What follows belongs to an exercise in optimizing a design on an open flow for small area; a production flow would make more cautious choices.
At most, simulation tests tie the RTL to the original design; equivalence was not proved.
Only the layout flow was run in run 1; the RTL was not checked for function there.
Power and IR drop assume default switching activity.

==> flow/run.sh <==
#!/bin/bash
# synth_recipe.tcl (not shown) runs the flow's synth.tcl, then flattens the netlist and writes it again
# the make line also repeats each setting of config.mk as NAME=value (left out here)
make -C /OpenROAD-flow-scripts/flow DESIGN_CONFIG=/design/flow/config.mk WORK_HOME=/design/flow/orfs CLKGATE_MAP_FILE= SYNTH_SCRIPT=/design/flow/synth_recipe.tcl finish
==> flow/constraint.sdc <==
create_clock -name core_clock -period 10.0 [get_ports {clk_in}]
set_input_delay 2.0000 -clock core_clock [delete_from_list [all_inputs] [get_ports {clk_in}]]
set_output_delay 2.0000 -clock core_clock [all_outputs]
set_load 0.01 [all_outputs]
==> flow/config.mk <==
export PLATFORM = sky130hd
export DESIGN_NAME = Pong
export DESIGN_NICKNAME = Pong
export VERILOG_FILES = /design/flow/design.v
export SDC_FILE = /design/flow/constraint.sdc
export NUM_CORES = 4
export LEC_CHECK = 0
export CAP_MARGIN = 20
export CORE_MARGIN = 2
export CORE_UTILIZATION = 60
export SLEW_MARGIN = 20
==> flow/design.v <==
module Pong (
   output j01,
   output j02,
   output j03,
   output j04,
   output j05,
   output j06,
   input j13,
   input j14,
   input j15,
   input j16,
   input j17,
   input j18,
   input clk_in,
   input rst_n
);
wire clk = clk_in;
wire A_up = ~j14;
wire A_down = ~j15;
wire B_up = ~j16;
wire B_down = ~j17;
function lt(input [9:0] a, input [9:0] b);    
	integer i;
	reg c;
	begin
		c = 1'b0;
		for (i = 0; i < 10; i = i + 1)
			c = (~a[i] & b[i]) | (~(a[i] ^ b[i]) & c);
		lt = c;
	end
endfunction
function [9:0] add(input [9:0] a, input [9:0] b, input ci);
	integer i;
	reg c;
	begin
		c = ci;
		for (i = 0; i < 10; i = i + 1) begin
			add[i] = a[i] ^ b[i] ^ c;
			c = (a[i] & b[i]) | (a[i] & c) | (b[i] & c);
		end
	end
endfunction
function [9:0] sub(input [9:0] a, input [9:0] b);
	sub = add(a, ~b, 1'b1);
endfunction
function [9:0] inc(input [9:0] a, input ci);
	integer i;
	reg c;
	begin
		c = ci;
		for (i = 0; i < 10; i = i + 1) begin
			inc[i] = a[i] ^ c;
			c = a[i] & c;
		end
	end
endfunction
reg [9:0] xpix, ypix;
reg [2:0] rgb;
wire x_end = (xpix == 10'd799);
always @(posedge clk) begin
	if (~rst_n) begin
		xpix <= 10'd0;
		ypix <= 10'd0;
	end else begin
		xpix <= x_end ? 10'd0 : inc(xpix, 1'b1);
		if (x_end)
			ypix <= (ypix == 10'd524) ? 10'd0 : inc(ypix, 1'b1);
	end
end
wire x0 = (xpix == 10'd0);
assign j01 = ~(lt(10'd656, xpix) && lt(xpix, 10'd753));
assign j05 = ~(x0 ? (ypix == 10'd491 || ypix == 10'd492) : (ypix == 10'd490 || ypix == 10'd491));
assign j02 = rgb[2];
assign j03 = rgb[1];
assign j04 = rgb[0];
reg game_en, pause, pause_en, gmv_flash, flick;
reg [8:0] counter;
reg [13:0] countergmv;
reg [14:0] counterflick;
wire cnt_end = (counter == 9'd300);
wire gmv_end = (countergmv == 14'd8500);
wire flick_end = (counterflick == 15'd17000);
wire [9:0] counter_inc = inc({1'b0, counter}, 1'b1);
always @(posedge clk) begin
	if (~rst_n) begin
		game_en <= 1'b0;
		pause <= 1'b0;
		pause_en <= 1'b0;
		counter <= 9'd0;
		countergmv <= 14'd0;
		counterflick <= 15'd0;
		gmv_flash <= 1'b0;
		flick <= 1'b0;
	end else begin
		game_en <= ~pause && cnt_end;
		if (pause_en && j13) begin
			pause <= ~pause;
			pause_en <= 1'b0;
		end
		if (~j13)
			pause_en <= 1'b1;
		if (~pause) begin
			counter <= cnt_end ? 9'd0 : counter_inc[8:0];
			countergmv <= gmv_end ? 14'd0 : countergmv + 14'd1;
			counterflick <= flick_end ? 15'd0 : counterflick + 15'd1;
			if (gmv_end) gmv_flash <= ~gmv_flash;
			if (flick_end) flick <= ~flick;
		end
	end
end
reg [15:0] rst_cnt;
wire game_rst_n = &rst_cnt;
wire gmv = rst_cnt[15];
reg [2:0] scrA, scrB;
wire lossA = &scrA;
wire lossB = &scrB;
always @(posedge clk) begin
	if (~rst_n || (game_rst_n && (lossA || lossB)))
		rst_cnt <= 16'd0;
	else if (~game_rst_n)
		rst_cnt <= rst_cnt + 16'd1;
end
wire total_reset = j18 && game_rst_n;
reg [9:0] x_ball;
reg [7:0] yk;           
reg x_dir, y_dir;
reg xl_fast, xr_fast;   
reg [7:0] ma, mb;       
reg va_fast, vb_fast;   
reg [1:0] ha, hb;       
reg [2:0] Astatus, Bstatus;
reg [2:0] power_type;
reg [8:0] powercount;
reg [8:0] poweroffcount;
reg power_spawn, power_en, power_dir;
reg [9:0] power_pos_x;
reg py240;              
reg [2:0] buzzcount;
reg wall_col, pad_col;
wire [1:0] ha_n = (Astatus == 3'd1) ? 2'd1 : (Astatus == 3'd4) ? 2'd2 : (Astatus == 3'd0) ? 2'd0 : ha;
wire [1:0] hb_n = (Bstatus == 3'd1) ? 2'd1 : (Bstatus == 3'd4) ? 2'd2 : (Bstatus == 3'd0) ? 2'd0 : hb;
wire [9:0] ea = sub({2'b0, yk}, {2'b0, ma});
wire [9:0] eb = sub({2'b0, yk}, {2'b0, mb});
function ball_hit(input [9:0] e, input [1:0] h);
	ball_hit = ~e[8] && ((h == 2'd1) ? lt(e, 10'd70) : (h == 2'd2) ? lt(e, 10'd25) : lt(e, 10'd45));
endfunction
function can_down(input [7:0] m, input [1:0] h);
	can_down = (h == 2'd1) ? lt(m, 10'd163) : (h == 2'd2) ? lt(m, 10'd208) : lt(m, 10'd188);
endfunction
function catch_y(input [7:0] m, input [1:0] h);
	catch_y = lt(m, 10'd120) && ~((h == 2'd1) ? lt(m, 10'd54) : (h == 2'd2) ? lt(m, 10'd99) : lt(m, 10'd79));
endfunction
wire hitA = ~x_dir && lt(10'd20, x_ball) && lt(x_ball, 10'd32) && ball_hit(ea, ha);
wire hitB = x_dir && lt(10'd610, x_ball) && lt(x_ball, 10'd622) && ball_hit(eb, hb);
wire wallA = ~x_dir && lt(x_ball, 10'd5);
wire wallB = x_dir && lt(10'd625, x_ball);
wire upA = A_up ? (Astatus != 3'd5) : A_down ? (Astatus == 3'd5) : 1'b0;
wire dnA = A_up ? (Astatus == 3'd5) : A_down ? (Astatus != 3'd5) : 1'b0;
wire upB = B_up ? (Bstatus != 3'd5) : B_down ? (Bstatus == 3'd5) : 1'b0;
wire dnB = B_up ? (Bstatus == 3'd5) : B_down ? (Bstatus != 3'd5) : 1'b0;
wire oob = ~py240 || lt(power_pos_x, 10'd5) || lt(10'd618, power_pos_x);
wire catchA = lt(10'd20, power_pos_x) && lt(power_pos_x, 10'd32) && catch_y(ma, ha_n);
wire catchB = lt(10'd593, power_pos_x) && lt(power_pos_x, 10'd622) && catch_y(mb, hb_n);
wire bad_type = (power_type == 3'd2) || (power_type == 3'd4) || (power_type == 3'd5) || (power_type == 3'd6);
wire poc_done = (poweroffcount == 9'd260);
wire clr = ~rst_n || (game_en && ~total_reset);
wire tick = game_en && total_reset;
wire pad_end = pad_col && (buzzcount >= 3'd3);
wire wall_end = wall_col && (buzzcount >= 3'd6);
wire hit = hitA || hitB;
wire wall = wallA || wallB;
always @(posedge clk) begin
	if (~rst_n || (game_en && ~total_reset && gmv)) begin
		scrA <= 3'd0;
		scrB <= 3'd0;
		wall_col <= 1'b0;
		pad_col <= 1'b0;
	end else if (tick) begin
		pad_col <= hit || (pad_col && ~pad_end);
		wall_col <= wall || (wall_col && ~wall_end);
		if (wallA) scrA <= scrA + 3'd1;
		if (wallB) scrB <= scrB + 3'd1;
	end
end
wire p_gone = power_en && (oob || catchA || catchB);
always @(posedge clk) begin
	if (~rst_n) begin
		buzzcount <= 3'd0;
		py240 <= 1'b0;
		power_dir <= 1'b0;
	end else if (tick) begin
		if (pad_end || wall_end || hit || wall)
			buzzcount <= 3'd0;
		else if (pad_col || wall_col)
			buzzcount <= buzzcount + 3'd1;
		if (p_gone)
			py240 <= 1'b1;
		if (power_spawn)
			power_dir <= ~power_dir;
	end
end
wire bounce = y_dir ? ~lt({2'b0, yk}, 10'd233) : ~|yk[7:1];
wire x_load = clr || (tick && wall);
wire [9:0] x_step = ~tick ? 10'd0 :
                    x_dir ? {8'd1, xr_fast} :
                    (xl_fast ? 10'h3fd : 10'h3fe);
wire [9:0] x_sum = add(x_ball, x_step, 1'b0);
wire y_load = clr || (tick && wall && bounce);
wire [9:0] y_sum = add({2'b0, yk}, {{9{~y_dir}}, 1'b1}, 1'b0);
wire movA_up = tick && upA && ~lt({2'b0, ma}, 10'd3);
wire movA_dn = tick && ~movA_up && dnA && can_down(ma, ha);
wire movB_up = tick && upB && ~lt({2'b0, mb}, 10'd3);
wire movB_dn = tick && ~movB_up && dnB && can_down(mb, hb);
wire [9:0] ma_sum = add({2'b0, ma}, {{8{movA_up}}, movA_up | (movA_dn & va_fast), (movA_up | movA_dn) & ~va_fast}, 1'b0);
wire [9:0] mb_sum = add({2'b0, mb}, {{8{movB_up}}, movB_up | (movB_dn & vb_fast), (movB_up | movB_dn) & ~vb_fast}, 1'b0);
wire pc_end = (powercount == 9'd400);
wire px_load = clr || (tick && (power_en ? (oob || catchA || catchB) : pc_end));
wire px_move = tick && power_en;
wire [9:0] px_sum = add(power_pos_x, {{9{px_move & ~power_dir}}, px_move}, 1'b0);
wire [9:0] pc_sum = inc({1'b0, powercount}, tick);
wire status_on = (Astatus != 3'd0) || (Bstatus != 3'd0);
wire poc_clr = clr || (tick && (p_gone || (status_on && poc_done)));
wire [9:0] poc_sum = inc({1'b0, poweroffcount}, tick && status_on);
always @(posedge clk) begin
	x_ball <= x_load ? 10'd315 : x_sum;
	if (y_load) yk <= 8'd117;
	else if (tick && ~bounce) yk <= y_sum[7:0];
	ma <= clr ? 8'd100 : ma_sum[7:0];
	mb <= clr ? 8'd100 : mb_sum[7:0];
	power_pos_x <= px_load ? 10'd320 : px_sum;
	powercount <= (clr || (tick && pc_end)) ? 9'd0 : pc_sum[8:0];
	poweroffcount <= poc_clr ? 9'd0 : poc_sum[8:0];
end
always @(posedge clk) begin
	if (clr) begin
		x_dir <= 1'b1;
		y_dir <= 1'b1;
		xl_fast <= 1'b0;
		xr_fast <= 1'b0;
		va_fast <= 1'b0;
		vb_fast <= 1'b0;
		ha <= 2'd0;
		hb <= 2'd0;
		Astatus <= 3'd0;
		Bstatus <= 3'd0;
		power_type <= 3'd1;
		power_spawn <= 1'b0;
		power_en <= 1'b0;
	end else if (game_en) begin
		if (hit)
			x_dir <= ~x_dir;
		if (bounce)
			y_dir <= ~y_dir;
		if (poc_done) begin
			Astatus <= 3'd0;
			Bstatus <= 3'd0;
		end
		ha <= ha_n;
		if (Astatus == 3'd2) va_fast <= 1'b1;
		else if (Astatus == 3'd0) va_fast <= 1'b0;
		if (Astatus == 3'd3) xr_fast <= 1'b1;
		else if (Astatus == 3'd0) xr_fast <= 1'b0;
		hb <= hb_n;
		if (Bstatus == 3'd2) vb_fast <= 1'b1;
		else if (Bstatus == 3'd0) vb_fast <= 1'b0;
		if (Bstatus == 3'd3) xl_fast <= 1'b1;
		else if (Bstatus == 3'd0) xl_fast <= 1'b0;
		power_spawn <= pc_end;
		if (power_spawn) begin
			power_en <= 1'b1;
			power_type <= (power_type == 3'd6) ? 3'd1 : power_type + 3'd1;
		end
		if (p_gone) begin
			power_en <= 1'b0;
			if (~oob) begin
				if (catchA ^ bad_type)
					Astatus <= power_type;
				else
					Bstatus <= power_type;
			end
		end
	end
end
wire [9:0] dxb = sub(xpix, x_ball);
wire [9:0] dyb = sub(ypix, {1'b0, yk, 1'b1});
wire [9:0] eyA = {sub({1'b0, ypix[9:1]}, {2'b0, ma}), ypix[0]};
wire [9:0] eyB = {sub({1'b0, ypix[9:1]}, {2'b0, mb}), ypix[0]};
wire [9:0] dxp = sub(xpix, power_pos_x);
wire bx_in = lt(dxb, 10'd10);
wire by_in = lt(dyb, 10'd10);
wire p_ball = bx_in && by_in;
wire dxm1 = &dxb;
wire dy10 = (dyb == 10'd10);
wire p_ball_s1 = dxm1 && (by_in || dy10) && (dyb != 10'd0);
wire p_ball_s2 = (dxm1 || lt(dxb, 10'd9)) && dy10;
function [3:0] pad_bands(input [9:0] e, input [1:0] h);
	reg ge4, le_h4, lt_h, eq_h;
	begin
		ge4 = |e[9:2];
		le_h4 = (h == 2'd1) ? lt(e, 10'd147) : (h == 2'd2) ? lt(e, 10'd57) : lt(e, 10'd97);
		lt_h = (h == 2'd1) ? lt(e, 10'd150) : (h == 2'd2) ? lt(e, 10'd60) : lt(e, 10'd100);
		eq_h = (h == 2'd1) ? (e == 10'd150) : (h == 2'd2) ? (e == 10'd60) : (e == 10'd100);
		pad_bands[0] = ge4 && le_h4;
		pad_bands[1] = ~ge4 && (|e[1:0]);
		pad_bands[2] = ~le_h4 && lt_h;
		pad_bands[3] = eq_h;
	end
endfunction
wire [3:0] bA = pad_bands(eyA, ha);
wire [3:0] bB = pad_bands(eyB, hb);
wire xA_full = lt(10'd20, xpix) && lt(xpix, 10'd32);
wire xA_nar = lt(10'd22, xpix) && lt(xpix, 10'd30);
wire xB_full = lt(10'd610, xpix) && lt(xpix, 10'd622);
wire xB_nar = lt(10'd612, xpix) && lt(xpix, 10'd620);
wire p_padA = (xA_full && bA[0]) || (xA_nar && (bA[1] || bA[2]));
wire p_padB = (xB_full && bB[0]) || (xB_nar && (bB[1] || bB[2]));
wire p_padA_s = ((xpix == 10'd20) && bA[0]) || ((xpix == 10'd21 || xpix == 10'd22) && bA[2]) || (bA[3] && xA_nar);
wire p_padB_s = ((xpix == 10'd610) && bB[0]) || ((xpix == 10'd611 || xpix == 10'd612) && bB[2]) || (bB[3] && xB_nar);
wire flickpadA = (Astatus == 3'd6);
wire flickpadB = (Bstatus == 3'd6);
wire powerA = (Astatus != 3'd0);
wire powerB = (Bstatus != 3'd0);
wire affectedA = (Astatus == 3'd5) || (Astatus == 3'd4) || (Astatus == 3'd2);
wire affectedB = (Bstatus == 3'd5) || (Bstatus == 3'd4) || (Bstatus == 3'd2);
wire affectpowerup = power_en && bad_type;
wire chk = gmv_flash && (xpix[4] ^ ypix[4]);
wire x_left = lt(xpix, 10'd320);
wire p_gameover = ~game_rst_n && chk && (lossA ? x_left : (lossB && ~x_left));
wire y_scr = lt(10'd20, ypix) && lt(ypix, 10'd26);
function bars_l(input [9:0] x, input [2:0] s);
	integer i;
	begin
		bars_l = 1'b0;
		for (i = 0; i < 7; i = i + 1)
			if (lt({7'b0, s}, 7 - i) && ~lt(x, 50 + 10*i) && lt(x, 55 + 10*i)) bars_l = 1'b1;
	end
endfunction
function bars_r(input [9:0] x, input [2:0] s);
	integer i;
	begin
		bars_r = 1'b0;
		for (i = 0; i < 7; i = i + 1)
			if (lt({7'b0, s}, 7 - i) && ~lt(x, 585 - 10*i) && lt(x, 590 - 10*i)) bars_r = 1'b1;
	end
endfunction
wire p_scrA = y_scr && bars_l(xpix, scrA);
wire p_scrB = y_scr && bars_r(xpix, scrB);
wire p_powerup = power_en && gmv_flash && lt(dxp, 10'd17) &&
                 (py240 ? (~lt(ypix, 10'd240) && lt(ypix, 10'd257)) : lt(ypix, 10'd17));
wire pixval = p_ball || (p_padA && (~flickpadA || flick)) || (p_padB && (~flickpadB || flick)) || p_gameover ||
              p_scrA || p_scrB || p_ball_s1 || p_ball_s2 || (p_padA_s && (~flickpadA || flick)) ||
              (p_padB_s && (~flickpadB || flick)) || p_powerup;
wire altcol = (p_scrA || p_scrB || p_gameover || p_ball_s1 || p_ball_s2 || p_padA_s || p_padB_s) &&
              ~(p_ball || p_padA || p_padB);
wire altcol2 = (p_powerup && ~affectpowerup) || (powerA && p_padA) || (powerB && p_padB);
wire altcol3 = (p_padA && affectedA) || (p_padB && affectedB) || (p_powerup && affectpowerup);
wire visible = lt(xpix, 10'd640) && lt(ypix, 10'd480);
always @(posedge clk) begin
	if (~rst_n || ~visible)
		rgb <= 3'd0;
	else begin
		rgb[2] <= ~altcol3 && ~altcol && pixval;
		rgb[1] <= altcol3 || ~pixval || altcol2;
		rgb[0] <= ~altcol3 && ~pixval;
	end
end
assign j06 = wall_col ? counter[4] : (pad_col ? counter[7] : 1'b1);
endmodule
==> metrics.yaml, run 1 <==
sta:
  timing.fmax_mhz: 143.7
  fin_crit_ns: 6.959
  finalSetupViolations: 0
  rsz0062_at_grt: "no"
  slew-limit-headroom_pct: 36.33
  tightest_slew_ns: 0.9516
  maxSlewViolCount: 0
  fin_skew_ns: 0.01965
  hold_viol: 0
  setup_ws_ns: 3.042
  tns_ns: 0
  period_share_pct: 69.59
final_layout:
  mostFrequentLayoutCell: "dfxtp_1"
  antenna_cells: 0
  fillers: 1700
  area_growth_pct: 7.311
  nets: 1546
  final_cell_mix: "178 x dfxtp_1, 134 x nor2_1, 105 x inv_1"
  drive_above_1_share_pct: 5.648
grt:
  first_global_vias: 9542
  gr-total-overflow: 0
  antenna_found_initial: 0
  grt_max_degree: 29
  grt_pass1_wl_mm: 49.31
  grtUsageTotal_pct: 28.58
routing:
  wl_mm: 29.94
  vias_per_cell: 5.994
  drcViolationCount: 0
  first_iter_violations: 546
  wl_per_cell_um: 18.14
  vias: 9896
  dr.pass1.iters: 5
  drtAntennaViolNets: 0
worst_setup_path:
  critPathLaunchType: "primary input"
  end_kind: "flop"
  cp_top_family: "adder cells"
  cp_max_fo: 9
  critical_path_class: "primary input to flop"
  cp.required_ns: 10.34
  crit_slowest_cell: "clkdlybuf4s50_1"
  critPathMaxStageDelay_ns: 0.50
  crit_buf_inv: 5
  path_common_cell: "fa_1"
  cp_cell_sequence: "clkdlybuf4s50_1, inv_1, or4_1, inv_6, and2_2, and2b_1, inv_1, fa_1, inv_1, fa_1, fa_1, fa_1, fa_1, fa_1, fa_1, fa_1, xnor2_1, xnor2_1, and3_1"
  worstPathArrival_ns: 7.30
clocking:
  clock_sinks: 178
  cts_buffers: 17
  cts_setup_buffers: 0
  cts_tree: "done"
  cts_resized: 0
  cts_buffer_depth: 2
  path_clk_slew_ns: 0.08
  insertion_delay_ns: 0.44
  holdBufCountCts: 0
  cts-root-buf: "clkbuf_16"
  cts_htree_levels: 4
power_and_ir_drop:
  power_w: 0.001473
  peakVddDrop_v: 0.0001038
  power_leakage_nw: 5.566
  powerDensity_mw_per_mm2: 111.0
min_path:
  worstHoldPathType: "flop to flop"
floorplanning:
  fp-row-count: 52
  io_pins: 14
  die_w_um: 147.6
  die_y_um: 147.6
  die-area_mm2: 0.02179
  core_mm2: 0.02023
  start_util_pct: 61.16
logic_synthesis:
  synth_cells: 1374
  syn_area_mm2: 0.01237
  synthFlopType: "dfxtp_1"
  ys_warn_count: 1
  async_reset_ff_share_pct: 0
  avgSynthCellArea_um2: 9.006
  synth-edff-count: 0
  synthDistinctLibCells: 93
  synthesis.nets: 1552
  ys_ff_latch: 178
  yosysSeqAreaShare_pct: 28.80
placement:
  gp_congestion: 0.9363
  port_buffers: 13
  place_ws_ns: 2.602
  hpwl_mm: 22.93
run_status:
  status: "complete, no violations"
job:
  maxCapViolCount: 0
metal layers:
metal / global-route usage, % / share of wire [%] / up-vias
met4: 11.49 / 3.0 / 0
li1: - / - / 4828
met5: 0 / 0 / -
met1: 39.73 / 46 / 4740
met2: 45.21 / 46 / 275
met3: 4.105 / 4.8 / 53
report_power, final:
part / internal, W / leakage (nW) / switching [W]
sequential: 0.000716 / 1.44 / 0.00000909
clock: 0.000340 / 0.284 / 0.000345
combinational: 0.0000239 / 3.84 / 0.0000392
cell families (layout without fill, tap and decap cells):
family,Yosys count,count (layout),synth area share [%]
AOI/OAI and AO/OA,226,226,12.54
xor gates and xnor gates,71,71,5.025
adders and majority gates,170,170,22.41
buffers and inverters,152,159,5.056
DFF,178,178,28.80
muxes,22,22,1.810
and+or+nand+nor,555,555,24.37
worst paths after layout:
check                                 start        endpoint  slack, ns  cells after the start
worst min register to register  power_spawn     power_spawn       0.48                      2
worst min-delay path            power_spawn     power_spawn       0.48                      2
worst max-delay path                    j18  power_pos_x[9]       3.04                     19
worst max register to register      xpix[0]          rgb[2]       4.11                     19
cells in the mapped netlist (all sizes together), types with 4 or more instances:
cell       n  area (um2)
or2        5       31.28
o21ai     47       235.2
nand3b    11       82.58
a211oi    13       107.6
buf       17       103.8
and4       5       43.79
a41o       4       41.29
or4        4       33.78
or3       21       141.4
or3b       5       43.79
xor2      43       376.6
nor4      25       214.0
nor3      28       140.1
inv      106       402.9
nand2    100       375.4
nor2b     21       131.4
nand3     40       200.2
nor3b      7       52.55
clkbuf    28       115.1
o31ai      7       52.55
a22o      12       105.1
a21oi     55       282.8
nor2     134       503.0
and3      64       404.1
o22ai     10       62.56
a21o       8       60.06
nand2b    16       100.1
ha        84        1051
mux2i     19       190.2
dfxtp    178        3563
xnor2     28       245.2
a22oi      6       45.04
a2111oi    6       60.05
nor4b      7       67.56
a31oi     10       62.56
o211ai     4       30.03
nand4     20       125.1
fa        86        1722
o41ai      4       35.03
and2      22       141.4
o2111ai    8       70.07
area by class of cell:
class / instances / area [um2] / area share, %
clock buffers: 17 / 425.4 / 3.204
clock inverters: 15 / 177.7 / 1.338
inverters: 107 / 406.6 / 3.062
multi-input cells: 1044 / 8185 / 61.64
flip-flops and latches: 178 / 3563 / 26.84
well taps: 270 / 337.8 / 2.544
repair buffers: 20 / 182.7 / 1.376
registers in the layout, indices dropped and copies added (netlist names), 8 cells and up:
name and flops:
x_ball 10, xpix 10, powercount 9, poweroffcount 9, rst_cnt 16, power_pos_x 10, mb 8, ma 8
countergmv 14, counterflick 15, yk 8, counter 9, ypix 10
tightest hold or removal path, cell delays in order (launching register included):
cell,delay (ns)
dfxtp_1,0.32
nand2_1,0.06
a21oi_1,0.05
stage by stage:
step / instances / hold slack, ns / cell area [um2] / utilization (%)
finish: 1651 / 0.4771 / 13280 / 65.63
global route: 1651 / 0.4984 / 13280 / 65.63
CTS: 1651 / 0.4784 / 13280 / 65.63
detailed placement: 1619 / 0.4552 / 12680 / 62.65
global placement: 1619 / 0.4479 / 12680 / 62.65
floorplan: 1374 / 0.4403 / 12370 / -
==> run 2, diff against run 1 <==
--- a/flow/design.v
+++ b/flow/design.v
@@ -73,17 +73,16 @@
 assign j02 = rgb[2];
 assign j03 = rgb[1];
 assign j04 = rgb[0];
-reg game_en, pause, pause_en, gmv_flash, flick;
+reg pause, pause_en, gmv_flash, flick;
 reg [8:0] counter;
 reg [13:0] countergmv;
 reg [14:0] counterflick;
-wire cnt_end = (counter == 9'd300);
-wire gmv_end = (countergmv == 14'd8500);
-wire flick_end = (counterflick == 15'd17000);
-wire [9:0] counter_inc = inc({1'b0, counter}, 1'b1);
+wire game_en = &{counter[8], counter[5], counter[3], counter[2], counter[0]};
+wire gmv_end = &{countergmv[13], countergmv[8], countergmv[5], countergmv[4], countergmv[2]};
+wire flick_end = &{counterflick[14], counterflick[9], counterflick[6], counterflick[5], counterflick[3]};
+wire [9:0] counter_inc = inc({1'b0, counter}, ~pause);
 always @(posedge clk) begin
 	if (~rst_n) begin
-		game_en <= 1'b0;
 		pause <= 1'b0;
 		pause_en <= 1'b0;
 		counter <= 9'd0;
@@ -92,7 +91,7 @@
 		gmv_flash <= 1'b0;
 		flick <= 1'b0;
 	end else begin
-		game_en <= ~pause && cnt_end;
+		counter <= game_en ? {8'd0, ~pause} : counter_inc[8:0];
 		if (pause_en && j13) begin
 			pause <= ~pause;
 			pause_en <= 1'b0;
@@ -100,7 +99,6 @@
 		if (~j13)
 			pause_en <= 1'b1;
 		if (~pause) begin
-			counter <= cnt_end ? 9'd0 : counter_inc[8:0];
 			countergmv <= gmv_end ? 14'd0 : countergmv + 14'd1;
 			counterflick <= flick_end ? 15'd0 : counterflick + 15'd1;
 			if (gmv_end) gmv_flash <= ~gmv_flash;
@@ -132,7 +130,7 @@
 reg [2:0] power_type;
 reg [8:0] powercount;
 reg [8:0] poweroffcount;
-reg power_spawn, power_en, power_dir;
+reg power_en, power_dir;
 reg [9:0] power_pos_x;
 reg py240;              
 reg [2:0] buzzcount;
@@ -162,7 +160,7 @@
 wire catchA = lt(10'd20, power_pos_x) && lt(power_pos_x, 10'd32) && catch_y(ma, ha_n);
 wire catchB = lt(10'd593, power_pos_x) && lt(power_pos_x, 10'd622) && catch_y(mb, hb_n);
 wire bad_type = (power_type == 3'd2) || (power_type == 3'd4) || (power_type == 3'd5) || (power_type == 3'd6);
-wire poc_done = (poweroffcount == 9'd260);
+wire poc_done = poweroffcount[8] & poweroffcount[2];
 wire clr = ~rst_n || (game_en && ~total_reset);
 wire tick = game_en && total_reset;
 wire pad_end = pad_col && (buzzcount >= 3'd3);
@@ -213,7 +211,8 @@
 wire movB_dn = tick && ~movB_up && dnB && can_down(mb, hb);
 wire [9:0] ma_sum = add({2'b0, ma}, {{8{movA_up}}, movA_up | (movA_dn & va_fast), (movA_up | movA_dn) & ~va_fast}, 1'b0);
 wire [9:0] mb_sum = add({2'b0, mb}, {{8{movB_up}}, movB_up | (movB_dn & vb_fast), (movB_up | movB_dn) & ~vb_fast}, 1'b0);
-wire pc_end = (powercount == 9'd400);
+wire pc_end = &{powercount[8], powercount[7], powercount[4]} & ~powercount[0];
+wire power_spawn = &{powercount[8], powercount[7], powercount[4], powercount[0]};
 wire px_load = clr || (tick && (power_en ? (oob || catchA || catchB) : pc_end));
 wire px_move = tick && power_en;
 wire [9:0] px_sum = add(power_pos_x, {{9{px_move & ~power_dir}}, px_move}, 1'b0);
@@ -228,7 +227,7 @@
 	ma <= clr ? 8'd100 : ma_sum[7:0];
 	mb <= clr ? 8'd100 : mb_sum[7:0];
 	power_pos_x <= px_load ? 10'd320 : px_sum;
-	powercount <= (clr || (tick && pc_end)) ? 9'd0 : pc_sum[8:0];
+	powercount <= clr ? 9'd0 : (tick && power_spawn) ? 9'd1 : pc_sum[8:0];
 	poweroffcount <= poc_clr ? 9'd0 : poc_sum[8:0];
 end
 always @(posedge clk) begin
@@ -244,7 +243,6 @@
 		Astatus <= 3'd0;
 		Bstatus <= 3'd0;
 		power_type <= 3'd1;
-		power_spawn <= 1'b0;
 		power_en <= 1'b0;
 	end else if (game_en) begin
 		if (hit)
@@ -265,7 +263,6 @@
 		else if (Bstatus == 3'd0) vb_fast <= 1'b0;
 		if (Bstatus == 3'd3) xl_fast <= 1'b1;
 		else if (Bstatus == 3'd0) xl_fast <= 1'b0;
-		power_spawn <= pc_end;
 		if (power_spawn) begin
 			power_en <= 1'b1;
 			power_type <= (power_type == 3'd6) ? 3'd1 : power_type + 3'd1;
--- a/flow/config.mk
+++ b/flow/config.mk
@@ -7,5 +7,6 @@
 export LEC_CHECK = 0
 export CAP_MARGIN = 20
 export CORE_MARGIN = 2
-export CORE_UTILIZATION = 60
+export CORE_UTILIZATION = 70
+export CTS_BUF_LIST = sky130_fd_sc_hd__clkbuf_8
 export SLEW_MARGIN = 20
==> run 2 against run 1 <==
Sequential power down 1%; setup slack better by 0.22 ns; largest power group unchanged; clock-buffer cell count up 1; critical path type unchanged; design area down 6.1%; area after synthesis down 5.2%.
==> metrics.yaml, run 2 <==
logic_synthesis:
  synth.top_cells.by_area: "dfxtp_1 30%, fa_1 15%, ha_1 8.7%"
  synth_area_leader_cell: "dfxtp_1"
  synthMuxAreaShare_pct: 1.216  # -0.59 points
  syn_area_mm2: 0.01173  # -5.2%
  synth-compound-area-share_pct: 12.27  # -0.27 points
  yosysMostFrequentCell: "dfxtp_1"
  synthDistinctLibCells: 79  # -15%
  yosysSeqAreaShare_pct: 30.04  # +1.2 points
  synth_cells: 1287  # -6.3%
  synth_xor_area_share_pct: 4.853  # -0.17 points
  synth_fa_ha_area_share_pct: 23.42  # +1.0 points
  synthFlopType: "dfxtp_1"
  synth-edff-count: 0  # unchanged
  ys_warn_count: 1  # unchanged
  synth_top_area_share_pct: 30.04  # +1.2 points
  async_reset_ff_share_pct: 0  # unchanged
  avgSynthCellArea_um2: 9.114  # +1.2%
  synth_common_cells: "176 x dfxtp_1, 108 x nor2_1, 98 x inv_1"
  synth-simple-area-share_pct: 23.84  # -0.53 points
  synth_top_family_by_area: "simple AND/OR/NAND/NOR gates"
  ys_ff_latch: 176  # -1.1%
  synthesis.nets: 1463  # -5.7%
floorplanning:
  die-area_mm2: 0.01781  # -18%
  io_pins: 14  # unchanged
  fp-row-count: 47  # -9.6%
  core_mm2: 0.01647  # -19%
  die_w_um: 133.5  # -9.6%
  start_util_pct: 71.24  # +10 points
  die_y_um: 133.5  # -9.6%
power_and_ir_drop:
  powerDensity_mw_per_mm2: 102.5  # -7.6%
  power_leakage_nw: 5.215  # -6.3%
  peakVddDrop_v: 0.0001117  # +7.6%
worst_setup_path:
  cp_max_fo: 12  # +3
  crit_buf_inv: 5  # unchanged
  path_common_cell: "fa_1"
  critical_path_class: "primary input to flop"
  cp_top_family: "adder cells"
  crit_slowest_cell: "clkdlybuf4s50_1"
  end_kind: "flop"
  cp.required_ns: 10.41  # +0.07 ns
  critPathLaunchType: "primary input"
  worstPathArrival_ns: 7.15  # -0.15 ns
  critPathMaxStageDelay_ns: 0.44  # -0.06 ns
  cp_cell_sequence: "clkdlybuf4s50_1, nand3_1, buf_4, inv_1, nand2_1, nor2_1, inv_1, fa_1, inv_1, fa_1, fa_1, fa_1, fa_1, fa_1, fa_1, fa_1, xor2_1, xnor2_1, nor3_1"
sta:
  maxSlewViolCount: 0  # unchanged
  setup_ws_ns: 3.265  # +0.2236 ns
  timing.fmax_mhz: 148.5  # +3.3%
  hold_viol: 0  # unchanged
  period_share_pct: 67.35  # -2.2 points
  tns_ns: 0  # unchanged
  rsz0062_at_grt: "no"
  slew-limit-headroom_pct: 34.31  # -2.0 points
  fin_crit_ns: 6.735  # -0.2236 ns
  tightest_slew_ns: 0.9818  # +0.03022 ns
  fin_skew_ns: 0.01913  # -0.0005216 ns
  finalSetupViolations: 0  # unchanged
routing:
  wl_per_cell_um: 18.21  # +0.41%
  drtAntennaViolNets: 0  # unchanged
  vias_per_cell: 6.242  # +4.1%
  first_iter_violations: 918  # +68%
  dr.pass1.iters: 5  # unchanged
  vias: 9513  # -3.9%
  drcViolationCount: 0  # unchanged
  wl_mm: 27.75  # -7.3%
grt:
  first_global_vias: 9148  # -4.1%
  gr-total-overflow: 0  # unchanged
  grt_pass1_wl_mm: 45.58  # -7.6%
  grtUsageTotal_pct: 32.43  # +3.8 points
  antenna_found_initial: 0  # unchanged
  grt_max_degree: 37  # +28%
clocking:
  cts_buffer_depth: 2  # unchanged
  cts_resized: 0  # unchanged
  cts_htree_levels: 4  # unchanged
  cts_buffers: 17  # unchanged
  path_clk_slew_ns: 0.11  # +0.03 ns
  cts-root-buf: "clkbuf_8"
  cts_tree: "done"
  clock_sinks: 176  # -1.1%
  cts_setup_buffers: 0  # unchanged
  holdBufCountCts: 0  # unchanged
  insertion_delay_ns: 0.49  # +0.05 ns
final_layout:
  antenna_cells: 0  # unchanged
  mostFrequentLayoutCell: "dfxtp_1"
  largest_register_ffs: 16  # unchanged
  area_growth_pct: 6.304
  largest-register: "rst_cnt"
  nets: 1467  # -5.1%
  final_cell_mix: "176 x dfxtp_1, 108 x nor2_1, 98 x inv_1"
  top_regs: "rst_cnt (16), counterflick (15), countergmv (14)"
  drive_above_1_share_pct: 5.061  # -0.59 points
  fillers: 1231  # -28%
placement:
  place_ws_ns: 2.791  # +0.1884 ns
  gp_congestion: 0.9373  # +0.11%
  port_buffers: 13  # unchanged
  hpwl_mm: 20.87  # -8.9%
min_path:
  worstHoldPathType: "flop to flop"
run_status:
  status: "complete, no violations"
job:
  maxCapViolCount: 0  # unchanged
==> run 2: cell types whose count changed after synthesis, moves of 8 or more <==
cell | previous run | this run
or3_1 | 19 | 9
nand2b_1 | 16 | 28
nand2_1 | 100 | 92
and3_1 | 61 | 37
and2_1 | 19 | 50
nor2_1 | 134 | 108
nand3_1 | 40 | 51
==> run 2: cells by family (layout without fill, tap and decap cells) <==
logic type	Yosys count	count (layout)
AND/OR/NAND/NOR	522	522
adder cells (fa/ha/maj)	168	168
buffers and inverters	134	151
flip-flops	176	176
multiplexers	14	14
XOR/XNOR	65	65
AO/OA/AOI/OAI	208	208
==> run 2: path summary, 6_finish.rpt <==
path / start / to / slack (ns) / depth (start not counted)
worst max-delay path: j18 / power_pos_x[9] / 3.27 / 19
worst min-delay path: counterflick[14] / counterflick[14] / 0.50 / 2
worst max register to register: rst_cnt[0] / power_pos_x[9] / 4.01 / 21
worst min register to register: counterflick[14] / counterflick[14] / 0.50 / 2
==> run 2: layout make-up <==
cell class / count / area, um2 / area share [%]
clock inverters: 14 / 166.4 / 1.335
inverters: 99 / 371.6 / 2.980
multi-input cells: 977 / 7702 / 61.77
repair buffers: 20 / 182.7 / 1.465
well taps: 220 / 275.3 / 2.207
flip-flops and latches: 176 / 3523 / 28.26
clock buffers: 18 / 247.7 / 1.987
==> run 2: power breakdown <==
part | leakage (nW) | internal (W) | switching [W]
registers | 1.42 | 0.000708 | 0.00000914
logic | 3.59 | 0.0000218 | 0.0000338
clock network | 0.203 | 0.000197 | 0.000308
==> run 2: worst reg2reg max path, cell delays in order, from the launching register on <==
cell     delay (ns)
dfxtp_1        0.37
ha_1           0.28
and4_1         0.29
and2_1         0.25
nand3_1        0.12
buf_4          0.24
inv_1          0.34
nand2_1        0.26
nor2_1         0.25
inv_1          0.15
fa_1           0.17
inv_1          0.05
fa_1           0.37
fa_1           0.39
fa_1           0.39
fa_1           0.39
fa_1           0.39
fa_1           0.39
fa_1           0.39
xor2_1         0.17
xnor2_1        0.13
nor3_1         0.15
==> run 2: stage by stage <==
step	utilization [%]	total power (W)	hold WS [ns]	cell area (um2)	instances
after floorplan	-	0.0007693	0.4374	11730	1287
after detailed placement	73.18	0.0007877	0.4633	12050	1492
after global routing	75.73	0.001318	0.5203	12470	1524
final	75.73	0.001278	0.4951	12470	1524
after global placement	73.18	0.0007854	0.4538	12050	1492
after CTS	75.70	0.001287	0.4904	12460	1524
==> run 2: layer usage <==
| layer | share of wire, % | track usage, % |
|---|---|---|
| met1 | 43 | 43.01 |
| met2 | 47 | 52.72 |
| met3 | 7.3 | 6.773 |
| met4 | 3.0 | 12.17 |
| met5 | 0 | 0 |
==> run 3, diff against run 2 <==
==> flow/flow/run.sh (new file) <==
#!/bin/bash
# Own layout flow: the standard synthesis, then the logic between the
# registers is re-mapped with a stronger ABC script (the registers, their
# names and cell types are kept), then the standard layout from the
# floorplan on. Each tool writes its output to a log file of its own.
set -euo pipefail
WORK=$(pwd)
FLOWDIR=$WORK/flow
R=$WORK/orfs/results/${FLOW_PLATFORM}/Pong/base
LIB=$FLOW_HOME/platforms/${FLOW_PLATFORM}/lib/sky130_fd_sc_hd__tt_025C_1v80.lib

# 1. standard synthesis
bash standard.sh synth > $WORK/log_1_synth.txt 2>&1
cp $R/1_2_yosys.v $WORK/1_2_yosys_standard.v

# 2. re-map the combinational logic
python3 $FLOWDIR/genlogic.py $LIB $WORK/cells_logic.v > $WORK/log_2_genlogic.txt 2>&1
DONT_USE=$(grep -o 'cell *( *"\?sky130_fd_sc_hd__\(lpflow\|probe\)[a-z0-9_]*' $LIB | sed 's/.*(\s*"\?//' | sed 's/^/-dont_use /' | tr '\n' ' ')
cat > $WORK/reabc.ys <<EOT
read_liberty -lib $LIB
read_verilog $WORK/cells_logic.v
read_verilog $WORK/1_2_yosys_standard.v
hierarchy -top $FLOW_TOP
rename -hide w:_* c:_*
flatten
techmap
opt -fast
stat
abc -liberty $LIB $DONT_USE -script $FLOWDIR/area.abc
read_liberty -lib -overwrite $LIB
opt_clean -purge
splitnets
opt_clean -purge
hilomap -singleton -hicell sky130_fd_sc_hd__conb_1 HI -locell sky130_fd_sc_hd__conb_1 LO
insbuf -buf sky130_fd_sc_hd__buf_4 A X
check -assert -mapped
stat -liberty $LIB
write_verilog -noattr -noexpr -nohex -nodec $R/1_2_yosys.v
EOT
yosys -s $WORK/reabc.ys > $WORK/log_2_reabc.txt 2>&1

# 3. standard layout from the synthesized netlist on
CTS_ARGS="${CTS_ARGS_OVERRIDE:--sink_clustering_enable -repair_clock_nets -dont_use_dummy_load -buf_list sky130_fd_sc_hd__clkbuf_8}" bash standard.sh finish > $WORK/log_3_layout.txt 2>&1
==> flow/flow/area.abc (new file) <==
strash
&get -n
&deepsyn -T 60 -S 1
&dch -f
&nf -R 1000
&put
==> flow/flow/genlogic.py (new file) <==
# Writes Verilog models of the combinational cells of a liberty file (their
# 'function' attributes), so that yosys can re-map the logic between registers.
import re, sys
lib = open(sys.argv[1]).read()
out = []
def block(text, start):
    depth = 1
    i = start
    while depth:
        c = text[i]
        if c == '{':
            depth += 1
        elif c == '}':
            depth -= 1
        i += 1
    return text[start:i]
def conv(f):
    f = f.replace('!', '~')
    f = re.sub(r"(\w+)\s*'", r'~\1', f)
    f = f.replace('+', '|').replace('*', '&')
    f = re.sub(r'(\w|\))\s+(?=[\w(~])', r'\1 & ', f)
    return f
for m in re.finditer(r'\n\s*cell\s*\(\s*"?(\w+)"?\s*\)\s*\{', lib):
    name = m.group(1)
    body = block(lib, m.end())
    if re.search(r'\bff\s*\(|\blatch\s*\(|statetable', body):
        continue
    pins = []
    for pm in re.finditer(r'\bpin\s*\(\s*"?(\w+)"?\s*\)\s*\{', body):
        pb = block(body, pm.end())
        d = re.search(r'direction\s*:\s*"?(\w+)"?', pb)
        f = re.search(r'function\s*:\s*"([^"]*)"', pb)
        pins.append((pm.group(1), d.group(1) if d else None, f.group(1) if f else None))
    outs = [p for p in pins if p[1] == 'output']
    ins = [p for p in pins if p[1] == 'input']
    if not outs or any(f is None for _, _, f in outs):
        continue
    s = 'module %s(%s);\n' % (name, ', '.join([p[0] for p in ins] + [p[0] for p in outs]))
    for p in ins:
        s += '  input %s;\n' % p[0]
    for p in outs:
        s += '  output %s;\n  assign %s = %s;\n' % (p[0], p[0], conv(p[2]))
    out.append(s + 'endmodule\n')
open(sys.argv[2], 'w').write('\n'.join(out))
==> flow/standard.sh (new file) <==
#!/bin/bash
# synth_recipe.tcl (not shown) runs the flow's synth.tcl, then flattens the netlist and writes it again
# the make line also repeats each setting of config.mk as NAME=value (left out here)
make -C /OpenROAD-flow-scripts/flow DESIGN_CONFIG=/design/flow/config.mk WORK_HOME=/design/flow/orfs CLKGATE_MAP_FILE= SYNTH_SCRIPT=/design/flow/synth_recipe.tcl "${@:-finish}"
--- a/flow/config.mk
+++ b/flow/config.mk
@@ -8,5 +8,4 @@
 export CAP_MARGIN = 20
 export CORE_MARGIN = 2
 export CORE_UTILIZATION = 70
-export CTS_BUF_LIST = sky130_fd_sc_hd__clkbuf_8
 export SLEW_MARGIN = 20
removed: flow/run.sh
==> run 3 against run 2 <==
Still clean on timing, DRC and antenna; via count rose by 8.8%; synthesized cell count rose by 6.8%; utilization fell by 0.39 points; worst hold slack got worse by 0.039 ns; clock skew rose by 0.0053 ns; global-route usage rose by 3.0 points; clock-buffer cell count fell by 1; critical endpoint is now j05; highest routed layer unchanged.
==> metrics.yaml, run 3 <==
final_layout:
  drive_above_1_share_pct: 1.560  # -3.5 points
  nets: 1420  # -3.2%
  fillers: 1153  # -6.3%
  antenna_cells: 0  # unchanged
  largest-register: "rst_cnt"
  largest_register_ffs: 16  # unchanged
  area_growth_pct: 6.199  # about the same
  mostFrequentLayoutCell: "nor2_1"
  final_cell_mix: "179 x nor2_1, 176 x dfxtp_1, 159 x a21oi_1"
  top_regs: "rst_cnt (16), counterflick (15), countergmv (14)"
run_status:
  status: "complete, no violations"
placement:
  port_buffers: 13  # unchanged
  hpwl_mm: 20.30  # -2.8%
  gp_congestion: 1.001  # +6.8%
clocking:
  cts_buffers: 17  # unchanged
  cts_tree: "done"
  clock_sinks: 176  # unchanged
  insertion_delay_ns: 0.47  # -0.02 ns
  cts_setup_buffers: 0  # unchanged
  cts_resized: 0  # unchanged
  holdBufCountCts: 0  # unchanged
  cts_htree_levels: 4  # unchanged
  path_clk_slew_ns: 0.09  # -0.02 ns
  cts_buffer_depth: 2  # unchanged
  cts-root-buf: "clkbuf_8"
grt:
  grtUsageTotal_pct: 35.44  # +3.0 points
  grt_pass1_wl_mm: 45.32  # -0.57%
  gr-total-overflow: 0  # unchanged
  grt_max_degree: 30  # -19%
  antenna_found_initial: 0  # unchanged
  first_global_vias: 9401  # +2.8%
worst_setup_path:
  critPathMaxStageDelay_ns: 0.55  # +0.11 ns
  cp_max_fo: 14  # +2
  cp.required_ns: 8.00  # -2.41 ns
  r2r-start: "ypix[2]"
  reg2regPathDepth: 20  # -4.8%
  cp.depth: 7  # -12
  cp_top_family: "simple AND/OR/NAND/NOR gates"
  end_kind: "output port"
  crit_buf_inv: 1  # -4
  critical_path_class: "flop to output port"
  r2r_slack_ns: 5.62  # +1.61 ns
  worstPathArrival_ns: 2.80  # -4.35 ns
  crit_slowest_cell: "clkdlybuf4s50_1"
  path_common_cell: "nand2_1"
  timing.rr.end: "rgb[1]"
  cp_cell_sequence: "or2_0, nor2_1, nand2_1, nor4_1, nand2_1, nand3_1, clkdlybuf4s50_1"
  critPathLaunchType: "flop"
sta:
  fin_crit_ns: 4.798  # -1.937 ns
  timing.fmax_mhz: 208.4  # +40%
  hold_viol: 0  # unchanged
  tightest_slew_ns: 0.9288  # -0.05295 ns
  tns_ns: 0  # unchanged
  finalSetupViolations: 0  # unchanged
  slew-limit-headroom_pct: 37.42  # +3.1 points
  period_share_pct: 47.98  # -19 points
  maxSlewViolCount: 0  # unchanged
  rsz0062_at_grt: "no"
  fin_skew_ns: 0.02441  # +0.005279 ns
  timing.hold.ws_ns: 0.4558  # -0.03927 ns
floorplanning:
  core_mm2: 0.01437  # -13%
  die_y_um: 124.7  # -6.6%
  die-area_mm2: 0.01554  # -13%
  fp-row-count: 44  # -6.4%
  die_w_um: 124.7  # -6.6%
  io_pins: 14  # unchanged
  start_util_pct: 70.94  # -0.30 points
routing:
  wl_per_cell_um: 17.34  # -4.8%
  vias_per_cell: 6.494  # +4.0%
  drtAntennaViolNets: 0  # unchanged
  drcViolationCount: 0  # unchanged
  dr.pass1.iters: 8  # +3
  vias: 10350  # +8.8%
  first_iter_violations: 1124  # +22%
  wl_mm: 27.64  # -0.40%
power_and_ir_drop:
  powerDensity_mw_per_mm2: 107.7  # +5.1%
  power_leakage_nw: 3.803  # -27%
  peakVddDrop_v: 0.0001369  # +23%
  power_w: 0.001166  # -8.7%
logic_synthesis:
  avgSynthCellArea_um2: 7.413  # -19%
  synthesis.nets: 1383  # -5.5%
  synth_cells: 1375  # +6.8%
  syn_area_mm2: 0.01019  # -13%
  ys_warn_count: 1  # unchanged
min_path:
  min_path_cells: 1  # -1
  hp-start: "powercount[2]"
  worstHoldPathType: "flop to flop"
  min_to: "powercount[2]"
job:
  maxCapViolCount: 0  # unchanged
==> run 3: worst max path at each step <==
stage | from | endpoint | slack, ns
6_report | xpix[1] | j05 | 5.20
5_1_grt | xpix[1] | j05 | 5.04
4_1_cts | xpix[9] | j05 | 5.25
3_5_place_dp | j16 | mb[6] | 5.17
3_3_place_gp | j16 | mb[6] | 5.28
2_1_floorplan | j16 | mb[6] | 5.97
==> run 3: area by class of cell <==
class	instances	area, um2	area share, %
sequential	176	3523	32.55
clock buffer	17	234.0	2.161
timing repair buffer	18	167.7	1.549
multi-input combinational	1162	6531	60.33
inverter	37	138.9	1.283
tap	184	230.2	2.127
==> run 3: power breakdown <==
group          total (W)  internal (W)  switching, W
registers       0.000723      0.000711     0.0000124
clock network   0.000378      0.000150      0.000228
logic          0.0000648     0.0000245     0.0000404
total            0.00117      0.000886      0.000280
==> run 3: metal layers <==
metal | part of all wire (%) | GRT usage (%) | routed length (um)
met3 | 8.7 | 7.302 | 2398
met4 | 3.5 | 14.21 | 971
met5 | 0 | 0 | 0
met2 | 45 | 58.21 | 12570
met1 | 42 | 45.76 | 11700
==> run 3: per-stage QoR <==
stage          cell area (um2)  util [%]  cells  setup WS, ns
5_1_grt                  10830     75.34   1594         5.044
2_1_floorplan            10190         -   1375         5.972
3_3_place_gp             10590     73.71   1577         5.283
3_5_place_dp             10590     73.71   1577         5.172
6_report                 10830     75.34   1594         5.202
4_1_cts                  10830     75.34   1594         5.248
==> run 4, diff against run 3 <==
--- a/flow/design.v
+++ b/flow/design.v
@@ -137,8 +137,7 @@
 reg wall_col, pad_col;
 wire [1:0] ha_n = (Astatus == 3'd1) ? 2'd1 : (Astatus == 3'd4) ? 2'd2 : (Astatus == 3'd0) ? 2'd0 : ha;
 wire [1:0] hb_n = (Bstatus == 3'd1) ? 2'd1 : (Bstatus == 3'd4) ? 2'd2 : (Bstatus == 3'd0) ? 2'd0 : hb;
-wire [9:0] ea = sub({2'b0, yk}, {2'b0, ma});
-wire [9:0] eb = sub({2'b0, yk}, {2'b0, mb});
+wire [9:0] e_hit = sub({2'b0, yk}, {2'b0, x_dir ? mb : ma});
 function ball_hit(input [9:0] e, input [1:0] h);
 	ball_hit = ~e[8] && ((h == 2'd1) ? lt(e, 10'd70) : (h == 2'd2) ? lt(e, 10'd25) : lt(e, 10'd45));
 endfunction
@@ -148,8 +147,9 @@
 function catch_y(input [7:0] m, input [1:0] h);
 	catch_y = lt(m, 10'd120) && ~((h == 2'd1) ? lt(m, 10'd54) : (h == 2'd2) ? lt(m, 10'd99) : lt(m, 10'd79));
 endfunction
-wire hitA = ~x_dir && lt(10'd20, x_ball) && lt(x_ball, 10'd32) && ball_hit(ea, ha);
-wire hitB = x_dir && lt(10'd610, x_ball) && lt(x_ball, 10'd622) && ball_hit(eb, hb);
+wire hit_y = ball_hit(e_hit, x_dir ? hb : ha);
+wire hitA = ~x_dir && lt(10'd20, x_ball) && lt(x_ball, 10'd32) && hit_y;
+wire hitB = x_dir && lt(10'd610, x_ball) && lt(x_ball, 10'd622) && hit_y;
 wire wallA = ~x_dir && lt(x_ball, 10'd5);
 wire wallB = x_dir && lt(10'd625, x_ball);
 wire upA = A_up ? (Astatus != 3'd5) : A_down ? (Astatus == 3'd5) : 1'b0;
@@ -280,8 +280,8 @@
 end
 wire [9:0] dxb = sub(xpix, x_ball);
 wire [9:0] dyb = sub(ypix, {1'b0, yk, 1'b1});
-wire [9:0] eyA = {sub({1'b0, ypix[9:1]}, {2'b0, ma}), ypix[0]};
-wire [9:0] eyB = {sub({1'b0, ypix[9:1]}, {2'b0, mb}), ypix[0]};
+wire pad_sel = xpix[9];
+wire [9:0] eyP = {sub({1'b0, ypix[9:1]}, {2'b0, pad_sel ? mb : ma}), ypix[0]};
 wire [9:0] dxp = sub(xpix, power_pos_x);
 wire bx_in = lt(dxb, 10'd10);
 wire by_in = lt(dyb, 10'd10);
@@ -303,22 +303,18 @@
 		pad_bands[3] = eq_h;
 	end
 endfunction
-wire [3:0] bA = pad_bands(eyA, ha);
-wire [3:0] bB = pad_bands(eyB, hb);
-wire xA_full = lt(10'd20, xpix) && lt(xpix, 10'd32);
-wire xA_nar = lt(10'd22, xpix) && lt(xpix, 10'd30);
-wire xB_full = lt(10'd610, xpix) && lt(xpix, 10'd622);
-wire xB_nar = lt(10'd612, xpix) && lt(xpix, 10'd620);
-wire p_padA = (xA_full && bA[0]) || (xA_nar && (bA[1] || bA[2]));
-wire p_padB = (xB_full && bB[0]) || (xB_nar && (bB[1] || bB[2]));
-wire p_padA_s = ((xpix == 10'd20) && bA[0]) || ((xpix == 10'd21 || xpix == 10'd22) && bA[2]) || (bA[3] && xA_nar);
-wire p_padB_s = ((xpix == 10'd610) && bB[0]) || ((xpix == 10'd611 || xpix == 10'd612) && bB[2]) || (bB[3] && xB_nar);
-wire flickpadA = (Astatus == 3'd6);
-wire flickpadB = (Bstatus == 3'd6);
-wire powerA = (Astatus != 3'd0);
-wire powerB = (Bstatus != 3'd0);
-wire affectedA = (Astatus == 3'd5) || (Astatus == 3'd4) || (Astatus == 3'd2);
-wire affectedB = (Bstatus == 3'd5) || (Bstatus == 3'd4) || (Bstatus == 3'd2);
+wire [3:0] bA = pad_bands(eyP, pad_sel ? hb : ha);
+wire [3:0] bB = bA;
+wire x_full = (lt(10'd20, xpix) && lt(xpix, 10'd32)) || (lt(10'd610, xpix) && lt(xpix, 10'd622));
+wire x_nar = (lt(10'd22, xpix) && lt(xpix, 10'd30)) || (lt(10'd612, xpix) && lt(xpix, 10'd620));
+wire x_edge = (xpix == 10'd20) || (xpix == 10'd610);
+wire x_edge2 = (xpix == 10'd21) || (xpix == 10'd22) || (xpix == 10'd611) || (xpix == 10'd612);
+wire p_pad = (x_full && bA[0]) || (x_nar && (bA[1] || bA[2]));
+wire p_pad_s = (x_edge && bA[0]) || (x_edge2 && bA[2]) || (bA[3] && x_nar);
+wire [2:0] pstat = pad_sel ? Bstatus : Astatus;
+wire flickpad = (pstat == 3'd6);
+wire powerpad = (pstat != 3'd0);
+wire affectedpad = (pstat == 3'd5) || (pstat == 3'd4) || (pstat == 3'd2);
 wire affectpowerup = power_en && bad_type;
 wire chk = gmv_flash && (xpix[4] ^ ypix[4]);
 wire x_left = lt(xpix, 10'd320);
@@ -340,17 +336,15 @@
 			if (lt({7'b0, s}, 7 - i) && ~lt(x, 585 - 10*i) && lt(x, 590 - 10*i)) bars_r = 1'b1;
 	end
 endfunction
-wire p_scrA = y_scr && bars_l(xpix, scrA);
-wire p_scrB = y_scr && bars_r(xpix, scrB);
+wire p_scr = y_scr && (xpix[9] ? bars_r(xpix, scrB) : bars_l(xpix, scrA));
 wire p_powerup = power_en && gmv_flash && lt(dxp, 10'd17) &&
                  (py240 ? (~lt(ypix, 10'd240) && lt(ypix, 10'd257)) : lt(ypix, 10'd17));
-wire pixval = p_ball || (p_padA && (~flickpadA || flick)) || (p_padB && (~flickpadB || flick)) || p_gameover ||
-              p_scrA || p_scrB || p_ball_s1 || p_ball_s2 || (p_padA_s && (~flickpadA || flick)) ||
-              (p_padB_s && (~flickpadB || flick)) || p_powerup;
-wire altcol = (p_scrA || p_scrB || p_gameover || p_ball_s1 || p_ball_s2 || p_padA_s || p_padB_s) &&
-              ~(p_ball || p_padA || p_padB);
-wire altcol2 = (p_powerup && ~affectpowerup) || (powerA && p_padA) || (powerB && p_padB);
-wire altcol3 = (p_padA && affectedA) || (p_padB && affectedB) || (p_powerup && affectpowerup);
+wire pad_on = ~flickpad || flick;
+wire pixval = p_ball || (p_pad && pad_on) || p_gameover || p_scr || p_ball_s1 || p_ball_s2 ||
+              (p_pad_s && pad_on) || p_powerup;
+wire altcol = (p_scr || p_gameover || p_ball_s1 || p_ball_s2 || p_pad_s) && ~(p_ball || p_pad);
+wire altcol2 = (p_powerup && ~affectpowerup) || (powerpad && p_pad);
+wire altcol3 = (p_pad && affectedpad) || (p_powerup && affectpowerup);
 wire visible = lt(xpix, 10'd640) && lt(ypix, 10'd480);
 always @(posedge clk) begin
 	if (~rst_n || ~visible)
--- a/flow/flow/run.sh
+++ b/flow/flow/run.sh
@@ -8,6 +8,8 @@
 FLOWDIR=$WORK/flow
 R=$WORK/orfs/results/${FLOW_PLATFORM}/Pong/base
 LIB=$FLOW_HOME/platforms/${FLOW_PLATFORM}/lib/sky130_fd_sc_hd__tt_025C_1v80.lib
+# layout options (clock tree and port buffers)
+source $FLOWDIR/opts.sh
 
 # 1. standard synthesis
 bash standard.sh synth > $WORK/log_1_synth.txt 2>&1
@@ -40,4 +42,4 @@
 yosys -s $WORK/reabc.ys > $WORK/log_2_reabc.txt 2>&1
 
 # 3. standard layout from the synthesized netlist on
-CTS_ARGS="${CTS_ARGS_OVERRIDE:--sink_clustering_enable -repair_clock_nets -dont_use_dummy_load -buf_list sky130_fd_sc_hd__clkbuf_8}" bash standard.sh finish > $WORK/log_3_layout.txt 2>&1
+CTS_ARGS="$OPT_CTS_ARGS" BUFFER_PORTS_ARGS="$OPT_BUFFER_PORTS_ARGS" bash standard.sh finish > $WORK/log_3_layout.txt 2>&1
==> flow/flow/opts.sh (new file) <==
OPT_CTS_ARGS="-sink_clustering_enable -repair_clock_nets -dont_use_dummy_load -buf_list sky130_fd_sc_hd__clkbuf_8 -sink_clustering_size 30 -sink_clustering_max_diameter 80"
OPT_BUFFER_PORTS_ARGS="-buffer_cell sky130_fd_sc_hd__buf_1"
==> run 4 against run 3 <==
Still clean on timing, DRC and antenna; wire length down 9.5%; die area is 4.1% lower; first-iteration DRC count shrank 16%; clock power fell by 2%; maximum frequency down 3.7%; non-clock buffer count up 3; critical path depth is 10 higher; synthesized cell count fell by 7.3%; critical path type is now flop to flop; largest power group unchanged; highest routed layer unchanged.
==> metrics.yaml, run 4 <==
run_status:
  status: "complete, no violations"
clocking:
  insertion_delay_ns: 0.47  # about the same
  clock_sinks: 176  # unchanged
  cts_buffers: 17  # unchanged
  cts-root-buf: "clkbuf_8"
  cts_tree: "done"
  path_clk_slew_ns: 0.07  # -0.02 ns
  cts_resized: 0  # unchanged
  cts_buffer_depth: 2  # unchanged
  cts_setup_buffers: 0  # unchanged
  holdBufCountCts: 0  # unchanged
  cts_htree_levels: 4  # unchanged
routing:
  drcViolationCount: 0  # unchanged
  wl_per_cell_um: 16.77  # -3.3%
  wl_mm: 25.03  # -9.5%
  vias: 9575  # -7.5%
  vias_per_cell: 6.418  # -1.2%
  first_iter_violations: 941  # -16%
  dr.pass1.iters: 6  # -2
  drtAntennaViolNets: 0  # unchanged
power_and_ir_drop:
  power_w: 0.001145  # -1.9%
  peakVddDrop_v: 0.0001817  # +33%
  power_leakage_nw: 3.630  # -4.5%
  powerDensity_mw_per_mm2: 110.8  # +2.9%
placement:
  place_ws_ns: 5.128  # -0.04443 ns
  gp_congestion: 0.9476  # -5.3%
  port_buffers: 13  # unchanged
  hpwl_mm: 18.20  # -10%
  dp.cells: 1475  # -6.5%
grt:
  grtUsageTotal_pct: 34.33  # -1.1 points
  grt_max_degree: 33  # +10%
  busiest_layer: "met2"
  use_met1_pct: 47.16  # +1.4 points
  first_global_vias: 8498  # -9.6%
  grt_pass1_wl_mm: 40.66  # -10%
  use_met3_pct: 5.852  # -1.5 points
  antenna_found_initial: 0  # unchanged
  gr-total-overflow: 0  # unchanged
  use_met2_pct: 54.29  # -3.9 points
worst_setup_path:
  end_kind: "flop"
  cp.required_ns: 10.35  # +2.35 ns
  cp_top_family: "adder cells"
  cp_cell_sequence: "buf_4, mux2i_1, xnor2_1, o32a_1, maj3_1, maj3_1, maj3_1, maj3_1, xnor2_1, a21oi_1, o22a_1, nor3_1, o21bai_1, a32oi_1, a31o_1, o2111a_1, o21a_1"
  crit_slowest_cell: "maj3_1"
  path_common_cell: "maj3_1"
  cp_max_fo: 28  # +14
  worstPathArrival_ns: 5.33  # +2.53 ns
  critPathLaunchType: "flop"
  critPathMaxStageDelay_ns: 0.41  # -0.14 ns
  crit_buf_inv: 1  # unchanged
  critical_path_class: "flop to flop"
final_layout:
  nets: 1322  # -6.9%
  area_growth_pct: 5.819
  antenna_cells: 0  # unchanged
  largest_register_ffs: 16  # unchanged
  fillers: 1111  # -3.6%
  drive_above_1_share_pct: 1.905  # +0.35 points
  final_util_pct: 75.00  # -0.34 points
  mostFrequentLayoutCell: "dfxtp_1"
  largest-register: "rst_cnt"
  top_regs: "rst_cnt (16), counterflick (15), countergmv (14)"
  final_cell_count_no_fill: 1492  # -6.4%
  final_cell_mix: "176 x dfxtp_1, 162 x nor2_1, 126 x a21oi_1"
min_path:
  worstHoldPathType: "flop to flop"
sta:
  finalSetupViolations: 0  # unchanged
  tightest_slew_ns: 0.9461  # +0.01722 ns
  setup_ws_ns: 5.019  # -0.1831 ns
  timing.fmax_mhz: 200.8  # -3.7%
  maxSlewViolCount: 0  # unchanged
  fin_skew_ns: 0.03258  # +0.008174 ns
  slew-limit-headroom_pct: 36.26  # -1.2 points
  tns_ns: 0  # unchanged
  fin_crit_ns: 4.981  # +0.1831 ns
  period_share_pct: 49.81  # +1.8 points
  rsz0062_at_grt: "no"
  hold_viol: 0  # unchanged
floorplanning:
  fp-row-count: 43  # -2.3%
  die-area_mm2: 0.01491  # -4.1%
  core_mm2: 0.01377  # -4.1%
  die_w_um: 122.1  # -2.1%
  io_pins: 14  # unchanged
  start_util_pct: 70.88  # about the same
  die_y_um: 122.1  # -2.1%
job:
  maxCapViolCount: 0  # unchanged
logic_synthesis:
  synth_cells: 1274  # -7.3%
  synthesis.nets: 1282  # -7.3%
  ys_warn_count: 1  # unchanged
  avgSynthCellArea_um2: 7.662  # +3.4%
  syn_area_mm2: 0.009762  # -4.2%
-- run 4: report_power, final --
part	leakage, nW	switching, W	internal (W)
sequential	1.42	0.00000986	0.000711
clock	0.122	0.000221	0.000150
combinational	2.09	0.0000353	0.0000180
total	3.63	0.000266	0.000879
-- run 4: path summary, 6_finish.rpt --
kind | startpoint | to | slack (ns) | depth (start not counted)
max | xpix[9] | rgb[1] | 5.02 | 17
min | counterflick[13] | counterflick[13] | 0.46 | 1
max reg2reg | xpix[9] | rgb[1] | 5.02 | 17
min reg2reg | counterflick[13] | counterflick[13] | 0.46 | 1
-- run 4: area by class of cell --
type	count	area (um2)	area share, %
Inverter	30	112.6	1.090
Clock buffer	17	234.0	2.265
Sequential cell	176	3523	34.11
Multi-Input combinational cell	1068	6126	59.30
Timing Repair Buffer	21	108.9	1.054
Tap cell	180	225.2	2.180
-- run 4: metal layers --
metal  part of all wire [%]  vias up
li1                       -     4726
met1                     45     4397
met2                     44      375
met3                    7.1       77
met4                    3.0        0
met5                      0        -
-- run 4: worst register-to-register path, delay by kind of cell, from the launching register on --
family	cells	cell delay, ns
buffers and inverters	1	0.31
xor gates and xnor gates	2	0.47
DFF	1	0.31
muxes	1	0.34
and+or+nand+nor	1	0.25
adders and majority gates	4	1.62
AOI/OAI and AO/OA	8	1.58
-- run 4: stage by stage --
step | hold WS, ns | cell area [um2]
global placement | 0.4396 | 10100
detailed placement | 0.4427 | 10100
floorplan | 0.4223 | 9762
finish | 0.4571 | 10330
global route | 0.4876 | 10330
CTS | 0.4564 | 10330

==> separate check: timing with driven ports <==
In the flow no input, the clock included, has a driving cell. The finished layouts below were timed again as built, in two steps. Step 1 (the two cells are an assumption about what drives the block):
set clk [get_ports {clk_in}]
set_driving_cell -lib_cell sky130_fd_sc_hd__clkbuf_16 $clk
set_driving_cell -lib_cell sky130_fd_sc_hd__buf_2 [delete_from_list [all_inputs] $clk]
Step 2 times the ports against the registers' clock, not the clock port: input delays grow and output delays shrink by t, the midpoint of the rising clock arrivals with the driver on. Three values: ideal, step 1, step 2; two values: the first two.
| run | t (ns) | setup WS [ns] | worst hold slack (ns) | clock arrival spread, ns |
|---|---|---|---|---|
| run 1 | 0.484 | 3.042 / 3.055 / 2.571 | 0.477 / 0.477 / 0.477 | 0.019 / 0.020 |
| run 2 | 0.519 | 3.265 / 3.286 / 2.767 | 0.495 / 0.495 / 0.495 | 0.022 / 0.022 |
| run 3 | 0.495 | 5.202 / 5.162 / 5.080 | 0.456 / 0.456 / 0.456 | 0.030 / 0.030 |
| run 4 | 0.497 | 5.019 / 5.019 / 5.019 | 0.457 / 0.457 / 0.457 | 0.033 / 0.033 |
After both steps setup and hold are still met in every run listed. The setup slack of run 2, which loses most, moves by +0.021 ns with the drivers and by -0.498 ns with both steps.
